Background: an optimization exercise with open tools, aiming at small area. Do not read the settings as production practice. At most, simulation tests tie the RTL to the original design; equivalence was not proved. Function not checked in run 2: the RTL went through the layout flow alone.

**flow/flow/run.sh**
```bash
#!/bin/bash
set -euo pipefail
export BUFFER_PORTS_ARGS="-buffer_cell sky130_fd_sc_hd__buf_1"
bash standard.sh finish > standard_flow.log 2>&1
```
**flow/standard.sh**
```bash
#!/bin/bash
# synth_recipe.tcl (not shown) runs the flow's synth.tcl, then flattens the netlist and writes it again
# the make line also repeats each setting of config.mk as NAME=value (left out here)
make -C /OpenROAD-flow-scripts/flow DESIGN_CONFIG=/design/flow/config.mk WORK_HOME=/design/flow/orfs CLKGATE_MAP_FILE= SYNTH_SCRIPT=/design/flow/synth_recipe.tcl "${@:-finish}"
```
**flow/config.mk**
```make
export PLATFORM = sky130hd
export DESIGN_NAME = rgb_to_ycrcb_converter
export DESIGN_NICKNAME = rgb_to_ycrcb_converter
export VERILOG_FILES = /design/flow/design.v
export SDC_FILE = /design/flow/constraint.sdc
export NUM_CORES = 4
export LEC_CHECK = 0
export CAP_MARGIN = 20
export CORE_MARGIN = 2
export CORE_UTILIZATION = 40
export SLEW_MARGIN = 20
export SYNTH_HIERARCHICAL = 1
```
**flow/constraint.sdc**
```tcl
create_clock -name core_clock -period 10.0 [get_ports {clk}]
set_input_delay 2.0000 -clock core_clock [delete_from_list [all_inputs] [get_ports {clk}]]
set_output_delay 2.0000 -clock core_clock [all_outputs]
set_load 0.01 [all_outputs]
```
**flow/design.v**
```verilog
module rgb_to_ycrcb_converter
#(
	parameter DATAIN_WIDTH 	= 32,
	parameter DATAOUT_WIDTH = 32
)
(
	input		clk		,
	input		rst		,
	input      	[DATAIN_WIDTH-1:0]	datain	,
	input             		datain_valid	,
	output	reg		datain_ready			,
	output      	[DATAOUT_WIDTH-1:0]	dataout			,
	output  reg           		dataout_valid ,
	input				dataout_ready
);
	reg [7:0] R0, G0, B0;
	reg [7:0] Y2;
	reg [8:0] Q3;
	reg [8:0] Q4;
	reg v1;
	wire s0 = G0[0] ^ R0[0];
	wire c1 = ~G0[0] | R0[0];
	wire s2, c3;
	rgb_fa u4 (.a(~G0[1]), .b(R0[1]), .c(c1), .s(s2), .co(c3));
	wire s5, c6;
	rgb_fa u7 (.a(~G0[2]), .b(R0[2]), .c(c3), .s(s5), .co(c6));
	wire s8, c9;
	rgb_fa u10 (.a(~G0[3]), .b(R0[3]), .c(c6), .s(s8), .co(c9));
	wire s11, c12;
	rgb_fa u13 (.a(~G0[4]), .b(R0[4]), .c(c9), .s(s11), .co(c12));
	wire s14, c15;
	rgb_fa u16 (.a(~G0[5]), .b(R0[5]), .c(c12), .s(s14), .co(c15));
	wire s17, c18;
	rgb_fa u19 (.a(~G0[6]), .b(R0[6]), .c(c15), .s(s17), .co(c18));
	wire s20, c21;
	rgb_fa u22 (.a(~G0[7]), .b(R0[7]), .c(c18), .s(s20), .co(c21));
	wire s23 = B0[0] ^ G0[0];
	wire c24 = B0[0] & ~G0[0];
	wire s25, c26;
	rgb_fa u27 (.a(B0[1]), .b(~G0[1]), .c(c24), .s(s25), .co(c26));
	wire s28, c29;
	rgb_fa u30 (.a(B0[2]), .b(~G0[2]), .c(c26), .s(s28), .co(c29));
	wire s31, c32;
	rgb_fa u33 (.a(B0[3]), .b(~G0[3]), .c(c29), .s(s31), .co(c32));
	wire s34, c35;
	rgb_fa u36 (.a(B0[4]), .b(~G0[4]), .c(c32), .s(s34), .co(c35));
	wire s37, c38;
	rgb_fa u39 (.a(B0[5]), .b(~G0[5]), .c(c35), .s(s37), .co(c38));
	wire s40, c41;
	rgb_fa u42 (.a(B0[6]), .b(~G0[6]), .c(c38), .s(s40), .co(c41));
	wire s43, c44;
	rgb_fa u45 (.a(B0[7]), .b(~G0[7]), .c(c41), .s(s43), .co(c44));
	wire s46 = s0 ^ s20;
	wire c47 = ~s0 & s20;
	wire s48, c49;
	rgb_fa u50 (.a(~s2), .b(s11), .c(c21), .s(s48), .co(c49));
	wire s51, c52;
	assign c52 = c47 & s48;
	wire s54, c55;
	rgb_fa u56 (.a(s0), .b(~s5), .c(s14), .s(s54), .co(c55));
	wire s57, c58;
	assign c58 = (s54 & c49) | (s54 & c52) | (c49 & c52);
	wire s60, c61;
	rgb_fa u62 (.a(s2), .b(c55), .c(s17), .s(s60), .co(c61));
	wire s63, c64;
	assign c64 = (~s8 & s60) | (~s8 & c58) | (s60 & c58);
	wire s66, c67;
	rgb_fa u68 (.a(s0), .b(s5), .c(~s11), .s(s66), .co(c67));
	wire s69, c70;
	rgb_fa u71 (.a(s66), .b(c61), .c(s20), .s(s69), .co(c70));
	wire s72, c73;
	assign c73 = s69 & c64;
	wire s75, c76;
	rgb_fa u77 (.a(s2), .b(s8), .c(c67), .s(s75), .co(c76));
	wire s78, c79;
	rgb_fa u80 (.a(~s14), .b(s75), .c(c21), .s(s78), .co(c79));
	wire s81, c82;
	rgb_fa u83 (.a(c70), .b(s78), .c(c73), .s(s81), .co(c82));
	wire s84 = s23 ^ s28;
	wire c85 = ~s23 & s28;
	wire s86, c87;
	rgb_fa u88 (.a(s25), .b(c85), .c(s31), .s(s86), .co(c87));
	wire s89 = s86 ^ s37;
	wire c90 = s86 | ~s37;
	wire s91, c92;
	rgb_fa u93 (.a(s23), .b(s28), .c(c87), .s(s91), .co(c92));
	wire s94, c95;
	rgb_fa u96 (.a(s34), .b(s91), .c(c90), .s(s94), .co(c95));
	wire s97 = s40 ^ s94;
	wire c98 = ~s40 & s94;
	wire s99, c100;
	rgb_fa u101 (.a(~s25), .b(s31), .c(c92), .s(s99), .co(c100));
	wire s102, c103;
	rgb_fa u104 (.a(s37), .b(s99), .c(c95), .s(s102), .co(c103));
	wire s105, c106;
	assign c106 = (~s43 & c98) | (~s43 & s102) | (c98 & s102);
	wire s108, c109;
	rgb_fa u110 (.a(~s28), .b(s34), .c(c100), .s(s108), .co(c109));
	wire s111, c112;
	rgb_fa u113 (.a(s40), .b(s108), .c(c103), .s(s111), .co(c112));
	wire s114, c115;
	rgb_fa u116 (.a(~c44), .b(c106), .c(s111), .s(s114), .co(c115));
	wire s117, c118;
	rgb_fa u119 (.a(s23), .b(s31), .c(~s37), .s(s117), .co(c118));
	wire s120, c121;
	rgb_fa u122 (.a(~s117), .b(c109), .c(s43), .s(s120), .co(c121));
	wire s123, c124;
	rgb_fa u125 (.a(s120), .b(c112), .c(c115), .s(s123), .co(c124));
	wire s126, c127;
	assign c127 = s114 & s123;
	wire s129, c130;
	rgb_fa u131 (.a(s25), .b(~s34), .c(s40), .s(s129), .co(c130));
	wire s132, c133;
	rgb_fa u134 (.a(~c118), .b(c44), .c(s129), .s(s132), .co(c133));
	wire s135, c136;
	rgb_fa u137 (.a(c121), .b(s132), .c(c124), .s(s135), .co(c136));
	wire s138 = c127 ^ s135;
	wire c139 = c127 | s135;
	wire s140, c141;
	rgb_fa u142 (.a(s28), .b(c130), .c(s43), .s(s140), .co(c141));
	wire s143, c144;
	rgb_fa u145 (.a(~s37), .b(c133), .c(s140), .s(s143), .co(c144));
	wire s146, c147;
	rgb_fa u148 (.a(s143), .b(c136), .c(c139), .s(s146), .co(c147));
	wire s149, c150;
	rgb_fa u151 (.a(G0[0]), .b(s5), .c(s31), .s(s149), .co(c150));
	wire s152, c153;
	rgb_fa u154 (.a(s11), .b(s149), .c(c76), .s(s152), .co(c153));
	wire s155, c156;
	rgb_fa u157 (.a(s17), .b(s40), .c(~c44), .s(s155), .co(c156));
	wire s158, c159;
	rgb_fa u160 (.a(s152), .b(c79), .c(c141), .s(s158), .co(c159));
	wire s161, c162;
	rgb_fa u163 (.a(~s155), .b(c144), .c(s158), .s(s161), .co(c162));
	wire s164, c165;
	rgb_fa u166 (.a(s161), .b(c82), .c(s81), .s(s164), .co(c165));
	wire s167, c168;
	rgb_fa u169 (.a(c147), .b(s164), .c(s146), .s(s167), .co(c168));
	wire s170, c171;
	rgb_fa u172 (.a(G0[1]), .b(s8), .c(c150), .s(s170), .co(c171));
	wire s173, c174;
	rgb_fa u175 (.a(s34), .b(s14), .c(s170), .s(s173), .co(c174));
	wire s176, c177;
	rgb_fa u178 (.a(~s173), .b(s20), .c(s43), .s(s176), .co(c177));
	wire s179, c180;
	rgb_fa u181 (.a(~c153), .b(c156), .c(s176), .s(s179), .co(c180));
	wire s182, c183;
	rgb_fa u184 (.a(c159), .b(~s179), .c(c162), .s(s182), .co(c183));
	wire s185, c186;
	rgb_fa u187 (.a(s182), .b(c165), .c(c168), .s(s185), .co(c186));
	wire s188, c189;
	rgb_ha u190 (.a(s167), .b(s185), .s(s188), .co(c189));
	wire s191, c192;
	rgb_fa u193 (.a(G0[2]), .b(s11), .c(c171), .s(s191), .co(c192));
	wire s194, c195;
	rgb_fa u196 (.a(s37), .b(s17), .c(c174), .s(s194), .co(c195));
	wire s197, c198;
	rgb_fa u199 (.a(~s191), .b(c21), .c(c44), .s(s197), .co(c198));
	wire s200, c201;
	rgb_fa u202 (.a(~s194), .b(c177), .c(s197), .s(s200), .co(c201));
	wire s203, c204;
	rgb_fa u205 (.a(c180), .b(s200), .c(~c183), .s(s203), .co(c204));
	wire s206, c207;
	rgb_fa u208 (.a(~s203), .b(c186), .c(c189), .s(s206), .co(c207));
	wire s209, c210;
	rgb_fa u211 (.a(G0[3]), .b(s14), .c(c192), .s(s209), .co(c210));
	wire s212, c213;
	rgb_fa u214 (.a(s40), .b(s20), .c(c195), .s(s212), .co(c213));
	wire s215, c216;
	rgb_fa u217 (.a(s209), .b(~c198), .c(s212), .s(s215), .co(c216));
	wire s218, c219;
	rgb_fa u220 (.a(c201), .b(~s215), .c(c204), .s(s218), .co(c219));
	wire s221, c222;
	rgb_fa u223 (.a(~s218), .b(c207), .c(s206), .s(s221), .co(c222));
	wire s224, c225;
	rgb_fa u226 (.a(G0[4]), .b(s17), .c(c21), .s(s224), .co(c225));
	wire s227, c228;
	rgb_fa u229 (.a(c210), .b(s43), .c(s224), .s(s227), .co(c228));
	wire s230, c231;
	rgb_fa u232 (.a(c213), .b(s227), .c(c216), .s(s230), .co(c231));
	wire s233, c234;
	rgb_fa u235 (.a(s230), .b(~c219), .c(c222), .s(s233), .co(c234));
	wire s236, c237;
	rgb_fa u238 (.a(G0[5]), .b(c44), .c(s20), .s(s236), .co(c237));
	wire s239, c240;
	rgb_fa u241 (.a(c225), .b(s236), .c(c228), .s(s239), .co(c240));
	wire s242, c243;
	rgb_fa u244 (.a(s239), .b(c231), .c(c234), .s(s242), .co(c243));
	wire s245, c246;
	rgb_fa u247 (.a(G0[6]), .b(c21), .c(c237), .s(s245), .co(c246));
	wire s248, c249;
	rgb_fa u250 (.a(s245), .b(c240), .c(c243), .s(s248), .co(c249));
	wire s251 = G0[7] ^ c246 ^ c249;
	wire s252 = R0[0] ^ s167;
	wire c253 = R0[0] | s167;
	wire s254, c255;
	rgb_fa u256 (.a(R0[1]), .b(c253), .c(~s188), .s(s254), .co(c255));
	wire s257, c258;
	rgb_fa u259 (.a(R0[2]), .b(s206), .c(c255), .s(s257), .co(c258));
	wire s260, c261;
	rgb_fa u262 (.a(R0[3]), .b(~s221), .c(c258), .s(s260), .co(c261));
	wire s263, c264;
	rgb_fa u265 (.a(R0[4]), .b(~s233), .c(c261), .s(s263), .co(c264));
	wire s266, c267;
	rgb_fa u268 (.a(R0[5]), .b(~s242), .c(c264), .s(s266), .co(c267));
	wire s269, c270;
	rgb_fa u271 (.a(R0[6]), .b(~s248), .c(c267), .s(s269), .co(c270));
	wire s272, c273;
	rgb_fa u274 (.a(R0[7]), .b(s251), .c(c270), .s(s272), .co(c273));
	wire s275, c276;
	rgb_ha u277 (.a(B0[0]), .b(s167), .s(s275), .co(c276));
	wire s278, c279;
	rgb_fa u280 (.a(B0[1]), .b(c276), .c(~s188), .s(s278), .co(c279));
	wire s281, c282;
	rgb_fa u283 (.a(B0[2]), .b(s206), .c(c279), .s(s281), .co(c282));
	wire s284, c285;
	rgb_fa u286 (.a(B0[3]), .b(~s221), .c(c282), .s(s284), .co(c285));
	wire s287, c288;
	rgb_fa u289 (.a(B0[4]), .b(~s233), .c(c285), .s(s287), .co(c288));
	wire s290, c291;
	rgb_fa u292 (.a(B0[5]), .b(~s242), .c(c288), .s(s290), .co(c291));
	wire s293, c294;
	rgb_fa u295 (.a(B0[6]), .b(~s248), .c(c291), .s(s293), .co(c294));
	wire s296, c297;
	rgb_fa u298 (.a(B0[7]), .b(s251), .c(c294), .s(s296), .co(c297));
	wire s299, c300;
	rgb_fa u301 (.a(Q3[4]), .b(Q3[6]), .c(Q3[8]), .s(s299), .co(c300));
	wire s302, c303;
	rgb_fa u304 (.a(Q3[7]), .b(c300), .c(s299), .s(s302), .co(c303));
	wire s305, c306;
	rgb_fa u307 (.a(Q3[3]), .b(Q3[6]), .c(Q3[8]), .s(s305), .co(c306));
	wire s308, c309;
	rgb_fa u310 (.a(s305), .b(c303), .c(s302), .s(s308), .co(c309));
	wire s311, c312;
	rgb_fa u313 (.a(Q3[4]), .b(Q3[7]), .c(c306), .s(s311), .co(c312));
	wire s314, c315;
	rgb_fa u316 (.a(s311), .b(c309), .c(s308), .s(s314), .co(c315));
	wire s317, c318;
	rgb_fa u319 (.a(Q3[5]), .b(Q3[8]), .c(c312), .s(s317), .co(c318));
	wire s320, c321;
	assign c321 = (s317 & c315) | (s317 & s314) | (c315 & s314);
	wire s323, c324;
	rgb_fa u325 (.a(Q3[0]), .b(Q3[6]), .c(c318), .s(s323), .co(c324));
	wire s326, c327;
	assign c327 = s323 & c321;
	wire s329, c330;
	rgb_fa u331 (.a(~Q3[1]), .b(Q3[7]), .c(c324), .s(s329), .co(c330));
	wire s332, c333;
	assign c333 = s329 & c327;
	wire s335, c336;
	rgb_fa u337 (.a(~Q3[2]), .b(Q3[8]), .c(c330), .s(s335), .co(c336));
	wire s338 = s335 ^ c333;
	wire c339 = s335 | c333;
	wire s340, c341;
	rgb_fa u342 (.a(Q3[0]), .b(Q3[3]), .c(~c336), .s(s340), .co(c341));
	wire s343 = c339 ^ s340;
	wire c344 = c339 | ~s340;
	wire s345, c346;
	rgb_fa u347 (.a(~Q3[1]), .b(Q3[4]), .c(c341), .s(s345), .co(c346));
	wire s348 = c344 ^ s345;
	wire c349 = c344 | ~s345;
	wire s350, c351;
	rgb_fa u352 (.a(~Q3[2]), .b(Q3[5]), .c(c346), .s(s350), .co(c351));
	wire s353 = c349 ^ s350;
	wire c354 = c349 | ~s350;
	wire s355, c356;
	rgb_fa u357 (.a(~Q3[3]), .b(Q3[6]), .c(c351), .s(s355), .co(c356));
	wire s358 = c354 ^ s355;
	wire c359 = c354 | ~s355;
	wire s360, c361;
	rgb_fa u362 (.a(~Q3[4]), .b(Q3[7]), .c(c356), .s(s360), .co(c361));
	wire s363 = c359 ^ s360;
	wire c364 = c359 | ~s360;
	wire s365, c366;
	rgb_fa u367 (.a(~Q3[5]), .b(Q3[8]), .c(c361), .s(s365), .co(c366));
	wire s368 = c364 ^ s365;
	wire c369 = c364 & ~s365;
	wire s370, c371;
	rgb_fa u372 (.a(Q3[6]), .b(~c366), .c(c369), .s(s370), .co(c371));
	wire s373 = Q3[7] ^ c371 ^ s370;
	wire s374 = Q4[6] ^ Q4[8];
	wire c375 = ~Q4[6] & Q4[8];
	wire s376, c377;
	assign c377 = (Q4[1] & Q4[7]) | (Q4[1] & ~c375) | (Q4[7] & ~c375);
	wire s379, c380;
	rgb_fa u381 (.a(Q4[2]), .b(Q4[8]), .c(c377), .s(s379), .co(c380));
	wire s382, c383;
	rgb_fa u384 (.a(Q4[3]), .b(c380), .c(s379), .s(s382), .co(c383));
	wire s385, c386;
	rgb_fa u387 (.a(Q4[4]), .b(c383), .c(s382), .s(s385), .co(c386));
	wire s388, c389;
	rgb_fa u390 (.a(Q4[5]), .b(c386), .c(s385), .s(s388), .co(c389));
	wire s391, c392;
	rgb_fa u393 (.a(~Q4[0]), .b(Q4[6]), .c(c389), .s(s391), .co(c392));
	wire s394 = s388 ^ s391;
	wire c395 = ~s388 & ~s391;
	wire s396, c397;
	rgb_fa u398 (.a(~Q4[1]), .b(Q4[7]), .c(c392), .s(s396), .co(c397));
	wire s399 = c395 ^ s396;
	wire c400 = c395 & ~s396;
	wire s401, c402;
	rgb_fa u403 (.a(~Q4[2]), .b(Q4[8]), .c(c397), .s(s401), .co(c402));
	wire s404 = c400 ^ s401;
	wire c405 = c400 | ~s401;
	wire s406, c407;
	rgb_fa u408 (.a(Q4[3]), .b(~c402), .c(c405), .s(s406), .co(c407));
	wire s409, c410;
	rgb_fa u411 (.a(Q4[4]), .b(c407), .c(s406), .s(s409), .co(c410));
	wire s412, c413;
	rgb_fa u414 (.a(Q4[5]), .b(c410), .c(s409), .s(s412), .co(c413));
	wire s415, c416;
	rgb_fa u417 (.a(Q4[6]), .b(c413), .c(s412), .s(s415), .co(c416));
	wire s418, c419;
	rgb_fa u420 (.a(Q4[7]), .b(c416), .c(s415), .s(s418), .co(c419));
	wire s421 = Q4[8] ^ c419 ^ s418;
	always @(posedge clk) begin
		R0 <= datain[15:8]; G0 <= datain[23:16]; B0 <= datain[31:24];
		Y2 <= {s251, s248, s242, s233, s221, s206, s188, s167};
		Q3 <= {c273, s272, s269, s266, s263, s260, s257, s254, s252};
		Q4 <= {c297, s296, s293, s290, s287, s284, s281, s278, s275};
		if (rst) begin
			datain_ready <= 1'b0; v1 <= 1'b0; dataout_valid <= 1'b0;
		end else begin
			datain_ready <= dataout_ready; v1 <= datain_valid; dataout_valid <= v1;
		end
	end
	assign dataout = {Y2 ^ 8'b10000101, {s373, s370, s368, s363, s358, s353, s348, s343} ^ 8'b01100000, {s421, s418, s415, s412, s409, s406, s404, s399} ^ 8'b11111101, 8'h00};
endmodule
module rgb_fa (input a, input b, input c, output s, output co);
	assign s = a ^ b ^ c;
	assign co = (a & b) | (a & c) | (b & c);
endmodule
module rgb_ha (input a, input b, output s, output co);
	assign s = a ^ b;
	assign co = a & b;
endmodule
```
==> results of run 1 <==
-- synth_stat cells --
master	instances	share of area
sky130_fd_sc_hd__a31oi_1	1	0.0015
sky130_fd_sc_hd__nor2_1	2	0.0018
sky130_fd_sc_hd__and3_1	1	0.0015
sky130_fd_sc_hd__ha_1	13	0.039
sky130_fd_sc_hd__nand3b_1	1	0.0018
sky130_fd_sc_hd__fa_1	115	0.56
sky130_fd_sc_hd__maj3_1	2	0.0048
sky130_fd_sc_hd__dfxtp_1	53	0.26
sky130_fd_sc_hd__buf_4	20	0.036
sky130_fd_sc_hd__inv_1	74	0.067
sky130_fd_sc_hd__conb_1	1	0.00091
sky130_fd_sc_hd__nand4_1	1	0.0015
sky130_fd_sc_hd__a21o_1	1	0.0018
sky130_fd_sc_hd__maj3_2	1	0.0027
sky130_fd_sc_hd__nand3_1	1	0.0012
sky130_fd_sc_hd__nor2b_1	4	0.0060
sky130_fd_sc_hd__o2111ai_1	1	0.0021
sky130_fd_sc_hd__xnor2_1	6	0.013
sky130_fd_sc_hd__nand2b_1	3	0.0045
-- Yosys stat by module (local to each module, per instance) --
module | cells inside | times used | flip-flops and latches
rgb_ha | 1 | 2 | 0
rgb_to_ycrcb_converter | 184 | 1 | 53
rgb_fa | 1 | 115 | 0
-- state kept, by name (all words and copies together), names as in the netlist --
| name | count |
|---|---|
| datain_ready | 1 |
| v1 | 1 |
| Q4 | 9 |
| dataout_valid | 1 |
| Y2 | 8 |
| G0 | 8 |
| R0 | 8 |
| B0 | 8 |
| Q3 | 9 |
-- worst max path at each step --
stage | end | from | slack (ns) | cells past startpoint
2_1_floorplan | Q3[7]$_DFF_P_ | G0[0]$_DFF_P_ | 0.03 | 27
3_3_place_gp | Q4[7]$_DFF_P_ | G0[0]$_DFF_P_ | -0.25 | 27
3_5_place_dp | Q4[7]$_DFF_P_ | G0[0]$_DFF_P_ | -0.32 | 26
4_1_cts | Q4[7]$_DFF_P_ | G0[0]$_DFF_P_ | 0.004 | 27
5_1_grt | Q3[7]$_DFF_P_ | G0[0]$_DFF_P_ | 0.003 | 27
6_report | Q4[7]$_DFF_P_ | G0[0]$_DFF_P_ | 0.28 | 26
-- kinds of logic after synthesis --
group,synth area share
simple gates,0.0184
compound gates,0.00544
buf+inv,0.103
xor+xnor,0.0127
fa+ha+maj,0.603
flops,0.256
other cells,0.000906
-- cell type report --
cell class,instances,area share
clock buffer,5,0.0145
clock inverter,3,0.00604
inverter,74,0.0583
multi-input combinational,161,0.575
sequential,53,0.223
tap,136,0.0357
timing repair buffer,82,0.0875
-- routing by layer --
metal	wire [microns]	vias to the layer above	track usage
met5	0	-	0
met4	31	0	0.0179
met3	318	4	0.0266
met2	3650	61	0.254
met1	3320	1144	0.207
li1	-	983	-
-- worst register-to-register path: stages, from the launching register on --
cell and delay, ns:
sky130_fd_sc_hd__dfxtp_2 0.34, sky130_fd_sc_hd__inv_1 0.04, sky130_fd_sc_hd__ha_1 0.20, sky130_fd_sc_hd__fa_2 0.37, sky130_fd_sc_hd__fa_2 0.35, sky130_fd_sc_hd__fa_2 0.46
sky130_fd_sc_hd__fa_2 0.36, sky130_fd_sc_hd__fa_2 0.35, sky130_fd_sc_hd__fa_1 0.39, sky130_fd_sc_hd__fa_1 0.52, sky130_fd_sc_hd__fa_1 0.44, sky130_fd_sc_hd__fa_2 0.35
sky130_fd_sc_hd__fa_2 0.34, sky130_fd_sc_hd__fa_1 0.42, sky130_fd_sc_hd__a21o_1 0.18, sky130_fd_sc_hd__fa_1 0.46, sky130_fd_sc_hd__fa_2 0.35, sky130_fd_sc_hd__fa_1 0.49
sky130_fd_sc_hd__ha_2 0.17, sky130_fd_sc_hd__fa_1 0.45, sky130_fd_sc_hd__fa_2 0.37, sky130_fd_sc_hd__fa_2 0.36, sky130_fd_sc_hd__fa_2 0.57, sky130_fd_sc_hd__inv_2 0.07
sky130_fd_sc_hd__fa_2 0.36, sky130_fd_sc_hd__fa_2 0.34, sky130_fd_sc_hd__fa_1 0.48
-- repair_timing --
action                     4_1_cts  5_1_grt
pin swaps                        5        4
buffers inserted                 2        1
setup endpoints to repair        4        4
resized for setup               20        6
-- stage by stage --
stage | TNS, ns | instances
after floorplan | 0 | 308
after detailed placement | -1.00 | 503
after global placement | -0.741 | 503
final | 0 | 514
after global routing | 0 | 514
after CTS | 0 | 513
==> flow_metrics.env, run 1 <==
export IMPL_outcome="complete, no violations"
export IMPL_seq_area_frac_synth=0.256
export IMPL_class_of_the_tightest_hold_or_removal_check="reg -> reg"
export IMPL_critPathMaxFanout=2
export IMPL_most_frequent_cell_on_the_critical_path="sky130_fd_sc_hd__fa_2"
export IMPL_place_gp_congestion=0.856
export IMPL_crit_path_end_kind="flop"
export IMPL_cts_root_to_sink_buffers=2
export IMPL_post_cts_hold_buffers=0
export IMPL_synth_lib_cells_used_distinct=19
export IMPL_residual_drc=0
export IMPL_syn_instance_count=301
export IMPL_cts_sinks=53
export IMPL_grt_max_degree=20
export IMPL_worst_path_buf_inv=2
export IMPL_ys_ff_latch=53
export IMPL_placement_io_buffers=53
export IMPL_detailedRoute_firstIterationViolations=67
export IMPL_route_vias_total=2192
export IMPL_path_delay_family="adder cells"
export IMPL_drtAntennaViolNets=0
export IMPL_drt_first_pass_iters=4
export IMPL_finalClockSkew_ns=0.0171
export IMPL_critPathLaunchType="flop"
export IMPL_initial_core_util=0.407
export IMPL_vias_per_cell=4.26
export IMPL_worst_r2r_path_depth=26
export IMPL_fin_util=0.468
export IMPL_layout_area_seq_sq_um=1060
export IMPL_first_pass_grt_wire_length_microns=12700
export IMPL_antenna_found_initial=0
export IMPL_rr_endpoint="Q4[7]$_DFF_P_"
export IMPL_worstHoldPathCells=1
export IMPL_setup_viol=0
export IMPL_tritoncts_clock_tree="built"
export IMPL_placement_setup_worst_slack_ns=-0.325
export IMPL_worst_r2r_startpoint="G0[0]$_DFF_P_"
export IMPL_antenna_cells=0
export IMPL_worstPathArrival_ns=9.89
export IMPL_worst_hold_startpoint="v1$_SDFF_PP0_"
export IMPL_timing_hold_ws_ns=0.460
export IMPL_multi_input_comb_area_sq_um=2740
export IMPL_max_cap_viol_count=0
export IMPL_die_y_microns=106
export IMPL_synth_cell_area_sq_um=4140
export IMPL_syn_area_per_cell_sq_um=13.8
export IMPL_worst_setup_hold_path_clk_slew_ns=0.10
export IMPL_r2r_setup_slack_ns=0.28
export IMPL_hold_path_end="dataout_valid$_SDFF_PP0_"
export IMPL_top_level_ports=70
export IMPL_fin_nets=541
export IMPL_commonest_cells_after_routing_fill_and_taps_aside="sky130_fd_sc_hd__fa_1, sky130_fd_sc_hd__inv_1, sky130_fd_sc_hd__buf_1, sky130_fd_sc_hd__dfxtp_1, sky130_fd_sc_hd__buf_4"
export IMPL_first_global_vias=2607
export IMPL_slowest_delay_ns=0.57
export IMPL_core_outline_area_sq_um=10200
export IMPL_fillerInstances=940
export IMPL_htree_num_levels=2
export IMPL_setup_repair_after_global_routing_missed_its_margin="false"
export IMPL_finalHoldViolations=0
export IMPL_drv_slew=0
export IMPL_wl_per_cell_microns=14.2
export IMPL_floorplan_die_width_microns=106
export IMPL_cp_data_required_time_ns=10.17
export IMPL_maxClockFrequency_ghz=0.103
export IMPL_dieArea_sq_um=11200
export IMPL_clkLatencyLatePin_ns=0.31
export IMPL_grt_use_total=0.149
export IMPL_globalRoute_totalOverflow=0
export IMPL_cts_inserted_buffers=5
export IMPL_post_route_cells_drive_above_1_share=0.172
export IMPL_synthToLayoutAreaGrowth_pct=15.0
export IMPL_layout_cells_most_common="sky130_fd_sc_hd__fa_1"
export IMPL_clk_root_buffer_cell="sky130_fd_sc_hd__clkbuf_8"
export IMPL_final_design_area_no_fill_sq_um=4760
export IMPL_final_period_utilization=0.972
export IMPL_crit_slowest_cell="sky130_fd_sc_hd__fa_2"
export IMPL_dpl_cell_area_sq_um=4580
export IMPL_critPathKind="reg -> reg"
export IMPL_layout_min_cycle_time_ns=9.72
export IMPL_detail_route_wirelength_microns=7320
export IMPL_timing_final_ws_setup_ns=0.281
export IMPL_core_rowCount=37
export IMPL_dp_hpwl_microns=6670
export IMPL_synth_warnings=7
==> run 2, diff against run 1 <==
--- a/flow/design.v
+++ b/flow/design.v
@@ -208,3 +208,3 @@
 	wire s272, c273;
-	rgb_fa u274 (.a(R0[7]), .b(s251), .c(c270), .s(s272), .co(c273));
+	rgb_fa u274 (.a(Q3[7]), .b(Q3[8]), .c(Y2[7]), .s(s272), .co(c273));
 	wire s275, c276;
@@ -224,9 +224,9 @@
 	wire s296, c297;
-	rgb_fa u298 (.a(B0[7]), .b(s251), .c(c294), .s(s296), .co(c297));
+	rgb_fa u298 (.a(Q4[7]), .b(Q4[8]), .c(Y2[7]), .s(s296), .co(c297));
 	wire s299, c300;
-	rgb_fa u301 (.a(Q3[4]), .b(Q3[6]), .c(Q3[8]), .s(s299), .co(c300));
+	rgb_fa u301 (.a(Q3[4]), .b(Q3[6]), .c(c273), .s(s299), .co(c300));
 	wire s302, c303;
-	rgb_fa u304 (.a(Q3[7]), .b(c300), .c(s299), .s(s302), .co(c303));
+	rgb_fa u304 (.a(s272), .b(c300), .c(s299), .s(s302), .co(c303));
 	wire s305, c306;
-	rgb_fa u307 (.a(Q3[3]), .b(Q3[6]), .c(Q3[8]), .s(s305), .co(c306));
+	rgb_fa u307 (.a(Q3[3]), .b(Q3[6]), .c(c273), .s(s305), .co(c306));
 	wire s308, c309;
@@ -234,3 +234,3 @@
 	wire s311, c312;
-	rgb_fa u313 (.a(Q3[4]), .b(Q3[7]), .c(c306), .s(s311), .co(c312));
+	rgb_fa u313 (.a(Q3[4]), .b(s272), .c(c306), .s(s311), .co(c312));
 	wire s314, c315;
@@ -238,3 +238,3 @@
 	wire s317, c318;
-	rgb_fa u319 (.a(Q3[5]), .b(Q3[8]), .c(c312), .s(s317), .co(c318));
+	rgb_fa u319 (.a(Q3[5]), .b(c273), .c(c312), .s(s317), .co(c318));
 	wire s320, c321;
@@ -246,3 +246,3 @@
 	wire s329, c330;
-	rgb_fa u331 (.a(~Q3[1]), .b(Q3[7]), .c(c324), .s(s329), .co(c330));
+	rgb_fa u331 (.a(~Q3[1]), .b(s272), .c(c324), .s(s329), .co(c330));
 	wire s332, c333;
@@ -250,3 +250,3 @@
 	wire s335, c336;
-	rgb_fa u337 (.a(~Q3[2]), .b(Q3[8]), .c(c330), .s(s335), .co(c336));
+	rgb_fa u337 (.a(~Q3[2]), .b(c273), .c(c330), .s(s335), .co(c336));
 	wire s338 = s335 ^ c333;
@@ -270,3 +270,3 @@
 	wire s360, c361;
-	rgb_fa u362 (.a(~Q3[4]), .b(Q3[7]), .c(c356), .s(s360), .co(c361));
+	rgb_fa u362 (.a(~Q3[4]), .b(s272), .c(c356), .s(s360), .co(c361));
 	wire s363 = c359 ^ s360;
@@ -274,3 +274,3 @@
 	wire s365, c366;
-	rgb_fa u367 (.a(~Q3[5]), .b(Q3[8]), .c(c361), .s(s365), .co(c366));
+	rgb_fa u367 (.a(~Q3[5]), .b(c273), .c(c361), .s(s365), .co(c366));
 	wire s368 = c364 ^ s365;
@@ -279,9 +279,9 @@
 	rgb_fa u372 (.a(Q3[6]), .b(~c366), .c(c369), .s(s370), .co(c371));
-	wire s373 = Q3[7] ^ c371 ^ s370;
-	wire s374 = Q4[6] ^ Q4[8];
-	wire c375 = ~Q4[6] & Q4[8];
+	wire s373 = s272 ^ c371 ^ s370;
+	wire s374 = Q4[0] ^ Q4[6];
+	wire c375 = ~Q4[0] & ~Q4[6];
 	wire s376, c377;
-	assign c377 = (Q4[1] & Q4[7]) | (Q4[1] & ~c375) | (Q4[7] & ~c375);
+	assign c377 = (Q4[1] & ~c375) | (Q4[1] & s296) | (~c375 & s296);
 	wire s379, c380;
-	rgb_fa u381 (.a(Q4[2]), .b(Q4[8]), .c(c377), .s(s379), .co(c380));
+	rgb_fa u381 (.a(Q4[2]), .b(c297), .c(c377), .s(s379), .co(c380));
 	wire s382, c383;
@@ -297,3 +297,3 @@
 	wire s396, c397;
-	rgb_fa u398 (.a(~Q4[1]), .b(Q4[7]), .c(c392), .s(s396), .co(c397));
+	rgb_fa u398 (.a(~Q4[1]), .b(s296), .c(c392), .s(s396), .co(c397));
 	wire s399 = c395 ^ s396;
@@ -301,3 +301,3 @@
 	wire s401, c402;
-	rgb_fa u403 (.a(~Q4[2]), .b(Q4[8]), .c(c397), .s(s401), .co(c402));
+	rgb_fa u403 (.a(~Q4[2]), .b(c297), .c(c397), .s(s401), .co(c402));
 	wire s404 = c400 ^ s401;
@@ -313,4 +313,4 @@
 	wire s418, c419;
-	rgb_fa u420 (.a(Q4[7]), .b(c416), .c(s415), .s(s418), .co(c419));
-	wire s421 = Q4[8] ^ c419 ^ s418;
+	rgb_fa u420 (.a(s296), .b(c416), .c(s415), .s(s418), .co(c419));
+	wire s421 = c297 ^ c419 ^ s418;
 	always @(posedge clk) begin
@@ -318,4 +318,4 @@
 		Y2 <= {s251, s248, s242, s233, s221, s206, s188, s167};
-		Q3 <= {c273, s272, s269, s266, s263, s260, s257, s254, s252};
-		Q4 <= {c297, s296, s293, s290, s287, s284, s281, s278, s275};
+		Q3 <= {R0[7], c270, s269, s266, s263, s260, s257, s254, s252};
+		Q4 <= {B0[7], c294, s293, s290, s287, s284, s281, s278, s275};
 		if (rst) begin
==> run 2 against run 1 <==
Compared with the run above:
- synthesized area barely moved
- first-iteration DRC count rose by 3.0%
- cell count fell by 3.1%
==> flow_metrics.env, run 2 <==
export IMPL_dpl_cell_area_sq_um=4470
export IMPL_timing_hold_ws_ns=0.399
export IMPL_synthDominantCellAreaShare=0.556
export IMPL_drt_first_pass_iters=4
export IMPL_synthDominantAreaCellType="sky130_fd_sc_hd__fa_1"
export IMPL_antenna_found_initial=0
export IMPL_initial_core_util=0.406
export IMPL_drv_slew=0
export IMPL_cts_sinks=53
export IMPL_synth_top_cells_by_count="sky130_fd_sc_hd__fa_1, sky130_fd_sc_hd__inv_1, sky130_fd_sc_hd__dfxtp_1"
export IMPL_setup_repair_after_global_routing_missed_its_margin="false"
export IMPL_grtUsageMet1=0.194
export IMPL_fillerInstances=960
export IMPL_reg_largest_list="Q3: 9 flops, Q4: 9 flops"
export IMPL_synthToLayoutAreaGrowth_pct=11.6
export IMPL_floorplan_die_width_microns=106
export IMPL_cp_data_required_time_ns=10.18
export IMPL_post_cts_hold_buffers=0
export IMPL_fin_util=0.454
export IMPL_commonest_cells_after_routing_fill_and_taps_aside="sky130_fd_sc_hd__fa_1, sky130_fd_sc_hd__inv_1, sky130_fd_sc_hd__buf_1, sky130_fd_sc_hd__dfxtp_1, sky130_fd_sc_hd__ha_1"
export IMPL_outcome="complete, no violations"
export IMPL_antenna_cells=0
export IMPL_cts_inserted_buffers=5
export IMPL_final_design_area_no_fill_sq_um=4620
export IMPL_critPathLaunchType="flop"
export IMPL_worstPathArrival_ns=9.84
export IMPL_fin_nets=525
export IMPL_clk_root_buffer_cell="sky130_fd_sc_hd__clkbuf_8"
export IMPL_worst_r2r_startpoint="G0[0]$_DFF_P_"
export IMPL_cts_root_to_sink_buffers=2
export IMPL_layout_cells_most_common="sky130_fd_sc_hd__fa_1"
export IMPL_global_route_track_usage_on_met3=0.0359
export IMPL_worst_r2r_path_depth=25
export IMPL_detailedRoute_firstIterationViolations=69
export IMPL_residual_drc=0
export IMPL_core_rowCount=37
export IMPL_critPathKind="reg -> reg"
export IMPL_core_outline_area_sq_um=10200
export IMPL_synth_warnings=7
export IMPL_setup_worst_path_end="Q4[6]$_DFF_P_"
export IMPL_htree_num_levels=2
export IMPL_global_route_peak_usage_layer="met2"
export IMPL_global_route_usage_met2=0.225
export IMPL_synth_cell_area_sq_um=4140
export IMPL_detail_route_wirelength_microns=6800
export IMPL_tritoncts_clock_tree="built"
export IMPL_globalRoute_totalOverflow=0
export IMPL_vias_per_cell=4.20
export IMPL_rr_endpoint="Q4[6]$_DFF_P_"
export IMPL_seq_area_frac_synth=0.256
export IMPL_wl_per_cell_microns=13.7
export IMPL_max_cap_viol_count=0
export IMPL_setup_viol=0
export IMPL_synth_lib_cells_used_distinct=21
export IMPL_r2r_setup_slack_ns=0.34
export IMPL_die_y_microns=106
export IMPL_class_of_the_tightest_hold_or_removal_check="reg -> reg"
export IMPL_post_route_cells_drive_above_1_share=0.0939
export IMPL_grt_max_degree=19
export IMPL_route_vias_total=2094
export IMPL_crit_path_end_kind="flop"
export IMPL_top_level_ports=70
export IMPL_critPathLaunch="G0[0]$_DFF_P_"
export IMPL_clkLatencyLatePin_ns=0.31
export IMPL_yosys_top_cells_area="sky130_fd_sc_hd__fa_1, sky130_fd_sc_hd__dfxtp_1, sky130_fd_sc_hd__inv_1"
export IMPL_most_frequent_cell_after_synthesis="sky130_fd_sc_hd__fa_1"
export IMPL_synthArstFlopShare=0
export IMPL_ys_ff_latch=53
export IMPL_multi_input_comb_area_sq_um=2700
export IMPL_dieArea_sq_um=11200
export IMPL_worst_setup_hold_path_clk_slew_ns=0.10
export IMPL_final_period_utilization=0.966
export IMPL_first_pass_grt_wire_length_microns=11700
export IMPL_layout_min_cycle_time_ns=9.66
export IMPL_final_setup_tns_ns=0
export IMPL_syn_instance_count=302
export IMPL_synth_edf_count=0
export IMPL_layout_area_seq_sq_um=1060
export IMPL_finalHoldViolations=0
export IMPL_maxClockFrequency_ghz=0.104
export IMPL_dp_hpwl_microns=6300
export IMPL_finalClockSkew_ns=0.00990
export IMPL_drtAntennaViolNets=0
export IMPL_place_gp_congestion=0.830
export IMPL_synth_flop_cell="sky130_fd_sc_hd__dfxtp_1"
export IMPL_placement_io_buffers=53
export IMPL_first_global_vias=2408
export IMPL_grt_use_total=0.139
export IMPL_critPathMaxFanout=2
export IMPL_syn_area_per_cell_sq_um=13.7
run 2: repair_timing:
item	4_1_cts	5_1_grt
setup endpoints to repair	0	5
buffers inserted	0	0
resized for setup	0	13
run 2: Yosys stat by module (local to each module, per instance):
module	times used	flip-flops and latches	cell area [sq um]
rgb_fa	115	0	20.0
rgb_to_ycrcb_converter	1	53	1810
rgb_ha	2	0	12.5
run 2: logic make-up (layout without fill, tap and decap cells):
kind of cell             Yosys count  in the layout  share of synthesized area
flip-flops                        53             53                      0.256
AND/OR/NAND/NOR                   14             14                     0.0187
other                              1              8                   0.000906
buffers and inverters             94            147                      0.103
XOR/XNOR                           6              6                     0.0127
AO/OA/AOI/OAI                      4              4                    0.00696
adder cells (fa/ha/maj)          130            130                      0.601
run 2: cell type report:
cell class,count,area share
repair buffers,65,0.0626
well taps,136,0.0368
flip-flops and latches,53,0.230
clock buffers,5,0.0149
clock inverters,3,0.0103
multi-input cells,162,0.585
inverters,74,0.0601
run 2: per-layer routing:
layer | wire (microns) | share of wire
met5 | 0 | 0
met1 | 3010 | 0.44
met3 | 467 | 0.069
met4 | 17 | 0.0025
met2 | 3310 | 0.49
run 2: how the worst min path moves through the flow:
stage / endpoint / startpoint / slack (ns) / depth (start not counted)
3_5_place_dp: Q4[8]$_DFF_P_ / B0[7]$_DFF_P_ / 0.39 / 0
4_1_cts: Q3[8]$_DFF_P_ / R0[7]$_DFF_P_ / 0.41 / 0
6_report: Q3[8]$_DFF_P_ / R0[7]$_DFF_P_ / 0.40 / 0
5_1_grt: Q3[8]$_DFF_P_ / R0[7]$_DFF_P_ / 0.41 / 0
2_1_floorplan: Q3[8]$_DFF_P_ / R0[7]$_DFF_P_ / 0.36 / 0
3_3_place_gp: Q3[8]$_DFF_P_ / R0[7]$_DFF_P_ / 0.39 / 0
run 2: worst max-delay path, stage by stage (launching register included):
cell and delay, ns:
sky130_fd_sc_hd__dfxtp_2 0.34, sky130_fd_sc_hd__inv_1 0.04, sky130_fd_sc_hd__ha_1 0.20, sky130_fd_sc_hd__fa_2 0.35, sky130_fd_sc_hd__fa_2 0.36, sky130_fd_sc_hd__fa_2 0.46
sky130_fd_sc_hd__fa_1 0.41, sky130_fd_sc_hd__fa_1 0.40, sky130_fd_sc_hd__fa_1 0.47, sky130_fd_sc_hd__fa_1 0.42, sky130_fd_sc_hd__fa_1 0.46, sky130_fd_sc_hd__fa_2 0.35
sky130_fd_sc_hd__fa_1 0.38, sky130_fd_sc_hd__fa_1 0.48, sky130_fd_sc_hd__a21o_1 0.10, sky130_fd_sc_hd__fa_2 0.44, sky130_fd_sc_hd__fa_1 0.38, sky130_fd_sc_hd__fa_1 0.44
sky130_fd_sc_hd__ha_1 0.21, sky130_fd_sc_hd__fa_1 0.52, sky130_fd_sc_hd__fa_2 0.63, sky130_fd_sc_hd__inv_1 0.09, sky130_fd_sc_hd__fa_1 0.41, sky130_fd_sc_hd__fa_2 0.35
sky130_fd_sc_hd__fa_1 0.38, sky130_fd_sc_hd__fa_1 0.47
run 2: per-stage QoR:
stage,cells,worst slack [ns]
floorplan,309,0.359
global placement,490,0.117
detailed placement,490,0.0782
CTS,498,0.0361
global route,498,0.0239
finish,498,0.338
==> run 3, diff against run 2 <==
--- a/flow/design.v
+++ b/flow/design.v
@@ -206,5 +206,5 @@
 	wire s269, c270;
-	rgb_fa u271 (.a(R0[6]), .b(~s248), .c(c267), .s(s269), .co(c270));
+	rgb_fa u271 (.a(Q3[6]), .b(Q3[7]), .c(~Y2[6]), .s(s269), .co(c270));
 	wire s272, c273;
-	rgb_fa u274 (.a(Q3[7]), .b(Q3[8]), .c(Y2[7]), .s(s272), .co(c273));
+	rgb_fa u274 (.a(Q3[8]), .b(Y2[7]), .c(c270), .s(s272), .co(c273));
 	wire s275, c276;
@@ -222,7 +222,7 @@
 	wire s293, c294;
-	rgb_fa u295 (.a(B0[6]), .b(~s248), .c(c291), .s(s293), .co(c294));
+	rgb_fa u295 (.a(Q4[6]), .b(Q4[7]), .c(~Y2[6]), .s(s293), .co(c294));
 	wire s296, c297;
-	rgb_fa u298 (.a(Q4[7]), .b(Q4[8]), .c(Y2[7]), .s(s296), .co(c297));
+	rgb_fa u298 (.a(Q4[8]), .b(Y2[7]), .c(c294), .s(s296), .co(c297));
 	wire s299, c300;
-	rgb_fa u301 (.a(Q3[4]), .b(Q3[6]), .c(c273), .s(s299), .co(c300));
+	rgb_fa u301 (.a(Q3[4]), .b(s269), .c(c273), .s(s299), .co(c300));
 	wire s302, c303;
@@ -230,3 +230,3 @@
 	wire s305, c306;
-	rgb_fa u307 (.a(Q3[3]), .b(Q3[6]), .c(c273), .s(s305), .co(c306));
+	rgb_fa u307 (.a(Q3[3]), .b(s269), .c(c273), .s(s305), .co(c306));
 	wire s308, c309;
@@ -242,3 +242,3 @@
 	wire s323, c324;
-	rgb_fa u325 (.a(Q3[0]), .b(Q3[6]), .c(c318), .s(s323), .co(c324));
+	rgb_fa u325 (.a(Q3[0]), .b(s269), .c(c318), .s(s323), .co(c324));
 	wire s326, c327;
@@ -266,3 +266,3 @@
 	wire s355, c356;
-	rgb_fa u357 (.a(~Q3[3]), .b(Q3[6]), .c(c351), .s(s355), .co(c356));
+	rgb_fa u357 (.a(~Q3[3]), .b(s269), .c(c351), .s(s355), .co(c356));
 	wire s358 = c354 ^ s355;
@@ -278,6 +278,6 @@
 	wire s370, c371;
-	rgb_fa u372 (.a(Q3[6]), .b(~c366), .c(c369), .s(s370), .co(c371));
+	rgb_fa u372 (.a(s269), .b(~c366), .c(c369), .s(s370), .co(c371));
 	wire s373 = s272 ^ c371 ^ s370;
-	wire s374 = Q4[0] ^ Q4[6];
-	wire c375 = ~Q4[0] & ~Q4[6];
+	wire s374 = Q4[0] ^ s293;
+	wire c375 = ~Q4[0] & ~s293;
 	wire s376, c377;
@@ -293,3 +293,3 @@
 	wire s391, c392;
-	rgb_fa u393 (.a(~Q4[0]), .b(Q4[6]), .c(c389), .s(s391), .co(c392));
+	rgb_fa u393 (.a(~Q4[0]), .b(s293), .c(c389), .s(s391), .co(c392));
 	wire s394 = s388 ^ s391;
@@ -311,3 +311,3 @@
 	wire s415, c416;
-	rgb_fa u417 (.a(Q4[6]), .b(c413), .c(s412), .s(s415), .co(c416));
+	rgb_fa u417 (.a(s293), .b(c413), .c(s412), .s(s415), .co(c416));
 	wire s418, c419;
@@ -318,4 +318,4 @@
 		Y2 <= {s251, s248, s242, s233, s221, s206, s188, s167};
-		Q3 <= {R0[7], c270, s269, s266, s263, s260, s257, s254, s252};
-		Q4 <= {B0[7], c294, s293, s290, s287, s284, s281, s278, s275};
+		Q3 <= {R0[7], R0[6], c267, s266, s263, s260, s257, s254, s252};
+		Q4 <= {B0[7], B0[6], c291, s290, s287, s284, s281, s278, s275};
 		if (rst) begin
==> run 3 against run 2 <==
Compared with the run above:
- global-route usage down 0.17 points
- die area unchanged
- critical path type is now reg -> out
- register-to-register slack better by 0.04 ns
- synthesized cell count unchanged
- wire length up 1.6%
- still clean on timing, DRC and antenna
- highest routed layer unchanged
- first-iteration DRC count down 14%
- fmax down 2.5%
==> flow_metrics.env, run 3 <==
export IMPL_outcome="complete, no violations"
export IMPL_route_met3_wl_microns=315
export IMPL_first_global_vias=2490
export IMPL_critPathMaxFanout=4
export IMPL_most_frequent_cell_on_the_critical_path="sky130_fd_sc_hd__fa_1"
export IMPL_synth_cell_area_sq_um=4140
export IMPL_htree_num_levels=2
export IMPL_maxClockFrequency_ghz=0.101
export IMPL_finalHoldViolations=0
export IMPL_cts_inserted_buffers=5
export IMPL_drt_first_pass_iters=4
export IMPL_critPathKind="reg -> out"
export IMPL_critPathLaunchType="flop"
export IMPL_yosys_top_cells_area="sky130_fd_sc_hd__fa_1, sky130_fd_sc_hd__dfxtp_1, sky130_fd_sc_hd__inv_1"
export IMPL_reg_largest_list="Q3: 9 flops, Q4: 9 flops"
export IMPL_tritoncts_clock_tree="built"
export IMPL_detailedRoute_firstIterationViolations=59
export IMPL_final_setup_tns_ns=0
export IMPL_clkLatencyLatePin_ns=0.31
export IMPL_highest_signal_layer="met4"
export IMPL_grt_max_degree=20
export IMPL_synth_edf_count=0
export IMPL_synthDominantAreaCellType="sky130_fd_sc_hd__fa_1"
export IMPL_die_y_microns=106
export IMPL_timing_final_ws_setup_ns=0.0927
export IMPL_clk_root_buffer_cell="sky130_fd_sc_hd__clkbuf_8"
export IMPL_slowest_delay_ns=0.57
export IMPL_drtAntennaViolNets=0
export IMPL_drv_slew=0
export IMPL_setup_viol=0
export IMPL_worst_setup_hold_path_clk_slew_ns=0.11
export IMPL_timing_hold_ws_ns=0.397
export IMPL_grt_use_total=0.137
export IMPL_dieArea_sq_um=11200
export IMPL_floorplan_die_width_microns=106
export IMPL_syn_area_per_cell_sq_um=13.7
export IMPL_placement_setup_worst_slack_ns=0.158
export IMPL_synth_flop_cell="sky130_fd_sc_hd__dfxtp_1"
export IMPL_place_gp_congestion=0.829
export IMPL_cp_data_required_time_ns=8.00
export IMPL_worstPathArrival_ns=7.91
export IMPL_crit_path_cell_chain="inv_2 > fa_2 > fa_2 > o22ai_2 > nand2_2 > fa_1 > fa_1 > fa_1 > fa_2 > fa_2 > fa_2 > fa_1 > ha_2 > inv_2 > fa_1 > fa_1 > fa_1 > fa_1 > fa_2 > inv_2 > xnor2_2 > buf_2"
export IMPL_cts_sinks=53
export IMPL_synthToLayoutAreaGrowth_pct=11.0
export IMPL_fin_nets=522
export IMPL_commonest_cells_after_routing_fill_and_taps_aside="sky130_fd_sc_hd__fa_1, sky130_fd_sc_hd__inv_1, sky130_fd_sc_hd__dfxtp_1, sky130_fd_sc_hd__buf_1, sky130_fd_sc_hd__ha_1"
export IMPL_worst_path_buf_inv=4
export IMPL_path_delay_family="adder cells"
export IMPL_final_period_utilization=0.991
export IMPL_core_outline_area_sq_um=10200
export IMPL_synthArstFlopShare=0
export IMPL_antenna_cells=0
export IMPL_antenna_found_initial=0
export IMPL_wirelength_met1_microns=3050
export IMPL_core_rowCount=37
export IMPL_class_of_the_tightest_hold_or_removal_check="reg -> reg"
export IMPL_seq_area_frac_synth=0.256
export IMPL_first_pass_grt_wire_length_microns=11600
export IMPL_vias_per_cell=4.26
export IMPL_post_route_cells_drive_above_1_share=0.0975
export IMPL_residual_drc=0
export IMPL_synth_top_cells_by_count="sky130_fd_sc_hd__fa_1, sky130_fd_sc_hd__inv_1, sky130_fd_sc_hd__dfxtp_1"
export IMPL_dp_hpwl_microns=6430
export IMPL_synth_lib_cells_used_distinct=21
export IMPL_placement_io_buffers=53
export IMPL_post_cts_hold_buffers=0
export IMPL_layout_min_cycle_time_ns=9.91
export IMPL_finalClockSkew_ns=0.0115
export IMPL_most_frequent_cell_after_synthesis="sky130_fd_sc_hd__fa_1"
export IMPL_crit_path_end_kind="output port"
export IMPL_cts_root_to_sink_buffers=2
export IMPL_setup_repair_after_global_routing_missed_its_margin="true"
export IMPL_crit_slowest_cell="sky130_fd_sc_hd__fa_1"
export IMPL_detail_route_wirelength_microns=6920
export IMPL_ys_ff_latch=53
export IMPL_wl_per_cell_microns=14.0
export IMPL_synth_warnings=7
export IMPL_initial_core_util=0.406
export IMPL_wl_met2_microns=3510
export IMPL_fillerInstances=963
export IMPL_globalRoute_totalOverflow=0
export IMPL_max_cap_viol_count=0
export IMPL_layout_cells_most_common="sky130_fd_sc_hd__fa_1"
export IMPL_syn_instance_count=302
export IMPL_synthDominantCellAreaShare=0.556
export IMPL_route_vias_total=2110
export IMPL_top_level_ports=70
==> run 3: area by class of cell <==
class / instances / area [sq um] / area share
flip-flops and latches: 53 / 1060 / 0.231
well taps: 136 / 170 / 0.0370
clock buffers: 5 / 68.8 / 0.0150
repair buffers: 62 / 269 / 0.0586
multi-input cells: 162 / 2720 / 0.591
inverters: 74 / 278 / 0.0605
clock inverters: 3 / 28.8 / 0.00627
==> run 3: cells by family (layout without fill, tap and decap cells) <==
group,Yosys count,in the layout,synth area share
fa+ha+maj,130,130,0.601
buf+inv,94,144,0.103
flops,53,53,0.256
simple gates,14,14,0.0187
xor+xnor,6,6,0.0127
compound gates,4,4,0.00696
other cells,1,8,0.000906
==> run 3: modules after synthesis, one instance, submodules excluded <==
module                  flip-flops and latches  cells inside  times used
rgb_ha                                       0             1           2
rgb_fa                                       0             1         115
rgb_to_ycrcb_converter                      53           185           1
==> run 3: path summary, 6_finish.rpt <==
kind	startpoint	end	slack (ns)	cells past startpoint
worst max register to register	G0[0]$_DFF_P_	Q4[5]$_DFF_P_	0.38	24
worst min register to register	R0[7]$_DFF_P_	Q3[8]$_DFF_P_	0.40	0
worst min-delay path	R0[7]$_DFF_P_	Q3[8]$_DFF_P_	0.40	0
worst max-delay path	Y2[6]$_DFF_P_	dataout[15]	0.09	22
==> run 3: per-stage QoR <==
stage / util / instances / cell area (sq um)
2_1_floorplan: - / 309 / 4160
3_3_place_gp: 0.433 / 482 / 4410
3_5_place_dp: 0.433 / 482 / 4410
4_1_cts: 0.445 / 492 / 4530
5_1_grt: 0.451 / 495 / 4590
6_report: 0.451 / 495 / 4590
==> run 3: what timing repair did <==
action                                  CTS  global route
gates cloned                              0             0
resized for setup                         3            15
endpoints found under the setup margin    1             2
pin swaps                                 2            11
buffers inserted                          2             3
==> run 3: routing by layer <==
| metal | vias up | GRT usage |
|---|---|---|
| met3 | 6 | 0.0284 |
| met5 | - | 0 |
| met2 | 56 | 0.237 |
| met4 | 0 | 0.0235 |
| met1 | 1101 | 0.181 |
| li1 | 947 | - |
==> run 4, diff against run 3 <==
--- a/flow/design.v
+++ b/flow/design.v
@@ -143,7 +143,7 @@
 	wire s176, c177;
-	rgb_fa u178 (.a(~s173), .b(s20), .c(s43), .s(s176), .co(c177));
+	rgb_fa u178 (.a(s173), .b(~s20), .c(~s43), .s(s176), .co(c177));
 	wire s179, c180;
-	rgb_fa u181 (.a(~c153), .b(c156), .c(s176), .s(s179), .co(c180));
+	rgb_fa u181 (.a(c153), .b(~c156), .c(s176), .s(s179), .co(c180));
 	wire s182, c183;
-	rgb_fa u184 (.a(c159), .b(~s179), .c(c162), .s(s182), .co(c183));
+	rgb_fa u184 (.a(c159), .b(s179), .c(c162), .s(s182), .co(c183));
 	wire s185, c186;
@@ -157,9 +157,9 @@
 	wire s197, c198;
-	rgb_fa u199 (.a(~s191), .b(c21), .c(c44), .s(s197), .co(c198));
+	rgb_fa u199 (.a(s191), .b(~c21), .c(~c44), .s(s197), .co(c198));
 	wire s200, c201;
-	rgb_fa u202 (.a(~s194), .b(c177), .c(s197), .s(s200), .co(c201));
+	rgb_fa u202 (.a(s194), .b(c177), .c(s197), .s(s200), .co(c201));
 	wire s203, c204;
-	rgb_fa u205 (.a(c180), .b(s200), .c(~c183), .s(s203), .co(c204));
+	rgb_fa u205 (.a(c180), .b(s200), .c(c183), .s(s203), .co(c204));
 	wire s206, c207;
-	rgb_fa u208 (.a(~s203), .b(c186), .c(c189), .s(s206), .co(c207));
+	rgb_fa u208 (.a(s203), .b(c186), .c(c189), .s(s206), .co(c207));
 	wire s209, c210;
@@ -169,7 +169,7 @@
 	wire s215, c216;
-	rgb_fa u217 (.a(s209), .b(~c198), .c(s212), .s(s215), .co(c216));
+	rgb_fa u217 (.a(s209), .b(c198), .c(s212), .s(s215), .co(c216));
 	wire s218, c219;
-	rgb_fa u220 (.a(c201), .b(~s215), .c(c204), .s(s218), .co(c219));
+	rgb_fa u220 (.a(c201), .b(s215), .c(c204), .s(s218), .co(c219));
 	wire s221, c222;
-	rgb_fa u223 (.a(~s218), .b(c207), .c(s206), .s(s221), .co(c222));
+	rgb_fa u223 (.a(s218), .b(c207), .c(s206), .s(s221), .co(c222));
 	wire s224, c225;
@@ -181,3 +181,3 @@
 	wire s233, c234;
-	rgb_fa u235 (.a(s230), .b(~c219), .c(c222), .s(s233), .co(c234));
+	rgb_fa u235 (.a(s230), .b(c219), .c(c222), .s(s233), .co(c234));
 	wire s236, c237;
--- a/flow/config.mk
+++ b/flow/config.mk
@@ -9,3 +9,4 @@
 export CORE_MARGIN = 2
-export CORE_UTILIZATION = 40
+export CORE_UTILIZATION = 60
+export PLACE_DENSITY = 0.75
 export SLEW_MARGIN = 20
==> run 4 against run 3 <==
Compared with the run above:
- synthesized cell count decreased by 2.6%
- core utilization rose by 21 points
- count of clock-buffer cells in the layout unchanged
- worst hold slack worse by 0.0092 ns
- die area is 33% lower
- cell count shrank 13%
- critical path depth is the same
- sequential share of layout area is 0.70 points higher
- critical path type unchanged
- critical endpoint unchanged
==> flow_metrics.env, run 4 <==
export IMPL_outcome="complete, no violations"
export IMPL_dieArea_sq_um=7520
export IMPL_wl_per_cell_microns=15.2
export IMPL_drv_slew=0
export IMPL_r2r_setup_slack_ns=0.36
export IMPL_placement_io_buffers=53
export IMPL_most_frequent_cell_after_synthesis="sky130_fd_sc_hd__fa_1"
export IMPL_instances_no_fill=429
export IMPL_first_pass_grt_wire_length_microns=11200
export IMPL_critPathLaunch="Y2[6]$_DFF_P_"
export IMPL_critPathKind="reg -> out"
export IMPL_crit_path_end_kind="output port"
export IMPL_maxClockFrequency_ghz=0.102
export IMPL_htree_num_levels=2
export IMPL_fin_nets=512
export IMPL_cts_root_to_sink_buffers=2
export IMPL_cp_data_required_time_ns=8.00
export IMPL_synth_lib_cells_used_distinct=21
export IMPL_place_detailed_instances=418
export IMPL_syn_area_per_cell_sq_um=14.0
export IMPL_finalHoldViolations=0
export IMPL_die_y_microns=86.7
export IMPL_worst_hold_startpoint="R0[6]$_DFF_P_"
export IMPL_synthArstFlopShare=0
export IMPL_globalRoute_totalOverflow=0
export IMPL_drt_first_pass_iters=4
export IMPL_top_level_ports=70
export IMPL_grt_max_degree=20
export IMPL_synthDominantCellAreaShare=0.560
export IMPL_tritoncts_clock_tree="built"
export IMPL_yosys_top_cells_area="sky130_fd_sc_hd__fa_1, sky130_fd_sc_hd__dfxtp_1, sky130_fd_sc_hd__inv_1"
export IMPL_synthToLayoutAreaGrowth_pct=8.53
export IMPL_grt_use_total=0.203
export IMPL_reg_largest_list="Q3: 9 flops, Q4: 9 flops"
export IMPL_synth_edf_count=0
export IMPL_ys_ff_latch=53
export IMPL_placement_setup_worst_slack_ns=0.181
export IMPL_seq_area_frac_synth=0.258
export IMPL_synth_cell_area_sq_um=4110
export IMPL_fillerInstances=512
export IMPL_class_of_the_tightest_hold_or_removal_check="reg -> reg"
export IMPL_worstPathArrival_ns=7.78
export IMPL_clk_root_buffer_cell="sky130_fd_sc_hd__clkbuf_8"
export IMPL_drtAntennaViolNets=0
export IMPL_cts_inserted_buffers=5
export IMPL_clkLatencyLatePin_ns=0.31
export IMPL_detailedRoute_firstIterationViolations=138
export IMPL_finalClockSkew_ns=0.0195
export IMPL_critPathMaxFanout=3
export IMPL_commonest_cells_after_routing_fill_and_taps_aside="sky130_fd_sc_hd__fa_1, sky130_fd_sc_hd__inv_1, sky130_fd_sc_hd__dfxtp_1, sky130_fd_sc_hd__buf_1, sky130_fd_sc_hd__ha_1"
export IMPL_layout_cells_most_common="sky130_fd_sc_hd__fa_1"
export IMPL_post_route_cells_drive_above_1_share=0.0716
export IMPL_max_cap_viol_count=0
export IMPL_layout_min_cycle_time_ns=9.78
export IMPL_place_gp_congestion=0.850
export IMPL_syn_instance_count=294
export IMPL_synth_flop_cell="sky130_fd_sc_hd__dfxtp_1"
export IMPL_initial_core_util=0.611
export IMPL_dp_hpwl_microns=5970
export IMPL_residual_drc=0
export IMPL_synth_warnings=7
export IMPL_floorplan_die_width_microns=86.7
export IMPL_synthDominantAreaCellType="sky130_fd_sc_hd__fa_1"
export IMPL_synth_top_cells_by_count="sky130_fd_sc_hd__fa_1, sky130_fd_sc_hd__inv_1, sky130_fd_sc_hd__dfxtp_1"
export IMPL_worst_setup_hold_path_clk_slew_ns=0.10
export IMPL_final_period_utilization=0.978
export IMPL_route_vias_total=2048
export IMPL_detail_route_wirelength_microns=6500
export IMPL_core_rowCount=30
export IMPL_core_outline_area_sq_um=6720
export IMPL_timing_final_ws_setup_ns=0.223
export IMPL_antenna_found_initial=0
export IMPL_worst_r2r_startpoint="G0[0]$_DFF_P_"
export IMPL_critPathLaunchType="flop"
export IMPL_setup_viol=0
export IMPL_layout_area_seq_sq_um=1060
export IMPL_cts_sinks=53
export IMPL_first_global_vias=2351
export IMPL_antenna_cells=0
export IMPL_multi_input_comb_area_sq_um=2700
export IMPL_post_cts_hold_buffers=0
export IMPL_vias_per_cell=4.77
## run 4: kinds of logic after synthesis
group / synth area share
compound gates: 0.00701
other cells: 0.000913
flops: 0.258
simple gates: 0.0189
xor+xnor: 0.0128
buf+inv: 0.0969
fa+ha+maj: 0.605
## run 4: area by class of cell
class	count	area share
inverters	66	0.0556
flip-flops and latches	53	0.238
multi-input cells	162	0.605
clock inverters	3	0.00646
well taps	80	0.0225
clock buffers	5	0.0154
repair buffers	60	0.0567
## run 4: metal layers
| metal | vias to the layer above | share of wire | global-route usage | routed length (microns) |
|---|---|---|---|---|
| met1 | 1065 | 0.43 | 0.280 | 2780 |
| met2 | 50 | 0.53 | 0.354 | 3470 |
| met4 | 0 | 0.0085 | 0.0398 | 55 |
| li1 | 927 | - | - | - |
| met3 | 6 | 0.029 | 0.0267 | 188 |
| met5 | - | 0 | 0 | 0 |
## run 4: critical path, stage by stage (launching register included)
cell                      delay [ns]
sky130_fd_sc_hd__dfxtp_2        0.34
sky130_fd_sc_hd__inv_1          0.07
sky130_fd_sc_hd__fa_2           0.34
sky130_fd_sc_hd__fa_2           0.58
sky130_fd_sc_hd__o22ai_1        0.09
sky130_fd_sc_hd__nand2_1        0.08
sky130_fd_sc_hd__fa_1           0.42
sky130_fd_sc_hd__fa_1           0.51
sky130_fd_sc_hd__fa_1           0.44
sky130_fd_sc_hd__fa_2           0.36
sky130_fd_sc_hd__fa_2           0.35
sky130_fd_sc_hd__fa_2           0.36
sky130_fd_sc_hd__fa_1           0.50
sky130_fd_sc_hd__ha_1           0.15
sky130_fd_sc_hd__inv_1          0.05
sky130_fd_sc_hd__fa_1           0.51
sky130_fd_sc_hd__fa_1           0.45
sky130_fd_sc_hd__fa_1           0.53
sky130_fd_sc_hd__fa_1           0.45
sky130_fd_sc_hd__fa_2           0.53
sky130_fd_sc_hd__inv_1          0.05
sky130_fd_sc_hd__xnor2_1        0.14
sky130_fd_sc_hd__buf_2          0.15
## run 4: metrics by stage
step,util,instance area [sq um],hold slack (ns),TNS (ns)
after detailed placement,0.642,4310,0.377,0
final,0.664,4460,0.388,0
after CTS,0.661,4440,0.390,0
after global placement,0.642,4310,0.373,0
after floorplan,-,4130,0.359,0
after global routing,0.664,4460,0.396,-0.0251
## run 4: worst paths after layout
check             endpoint  cells past startpoint
min          Q3[7]$_DFF_P_                      0
min reg2reg  Q3[7]$_DFF_P_                      0
max            dataout[15]                     22
max reg2reg  Q4[5]$_DFF_P_                     24
## run 4: modules after synthesis (local to each module, per instance)
module                  flops+latches  area (sq um)
rgb_to_ycrcb_converter             53          1780
rgb_ha                              0          12.5
rgb_fa                              0          20.0
## run 4: repair_timing
item / CTS / global route
hold endpoints to repair: 0 / 0
pin swaps: 5 / 4
gates resized for setup: 5 / 4
buffers inserted: 3 / 0
setup endpoints to repair: 1 / 2
cloned: 0 / 0

-- port drivers added, routing unchanged --
How much do the figures lean on ideal ports? The routed layouts below were timed once more, with nothing changed but the port constraints.
Step 1, drivers: a clkbuf_16 drives clk and a buf_2 each remaining input, both assumed.
Step 2 adds t to the input delays and takes it off the output delays; t is the mean of the earliest and latest rising clock arrival at the registers after step 1. Input paths then give back, and output paths get back, about the clock's delay inside the block.
Slacks: ideal ports / drivers / drivers and shift; pairs: ideal ports / drivers.
| run | t, ns | setup WS [ns] | worst setup path after step 2 | slew at the worst register clock pin (ns) | pins driven straight from the clock port |
|---|---|---|---|---|---|
| run 1 | 0.326 | 0.281 / 0.281 / 0.281 | register to register | 0.11 / 0.11 | 1 |
| run 2 | 0.335 | 0.338 / 0.334 / 0.338 | register to register | 0.10 / 0.10 | 1 |
| run 3 | 0.338 | 0.093 / 0.065 / 0.378 | register to register | 0.11 / 0.11 | 1 |
| run 4 | 0.331 | 0.223 / 0.197 / 0.357 | register to register | 0.11 / 0.11 | 1 |
After both steps every run listed still meets setup and hold.
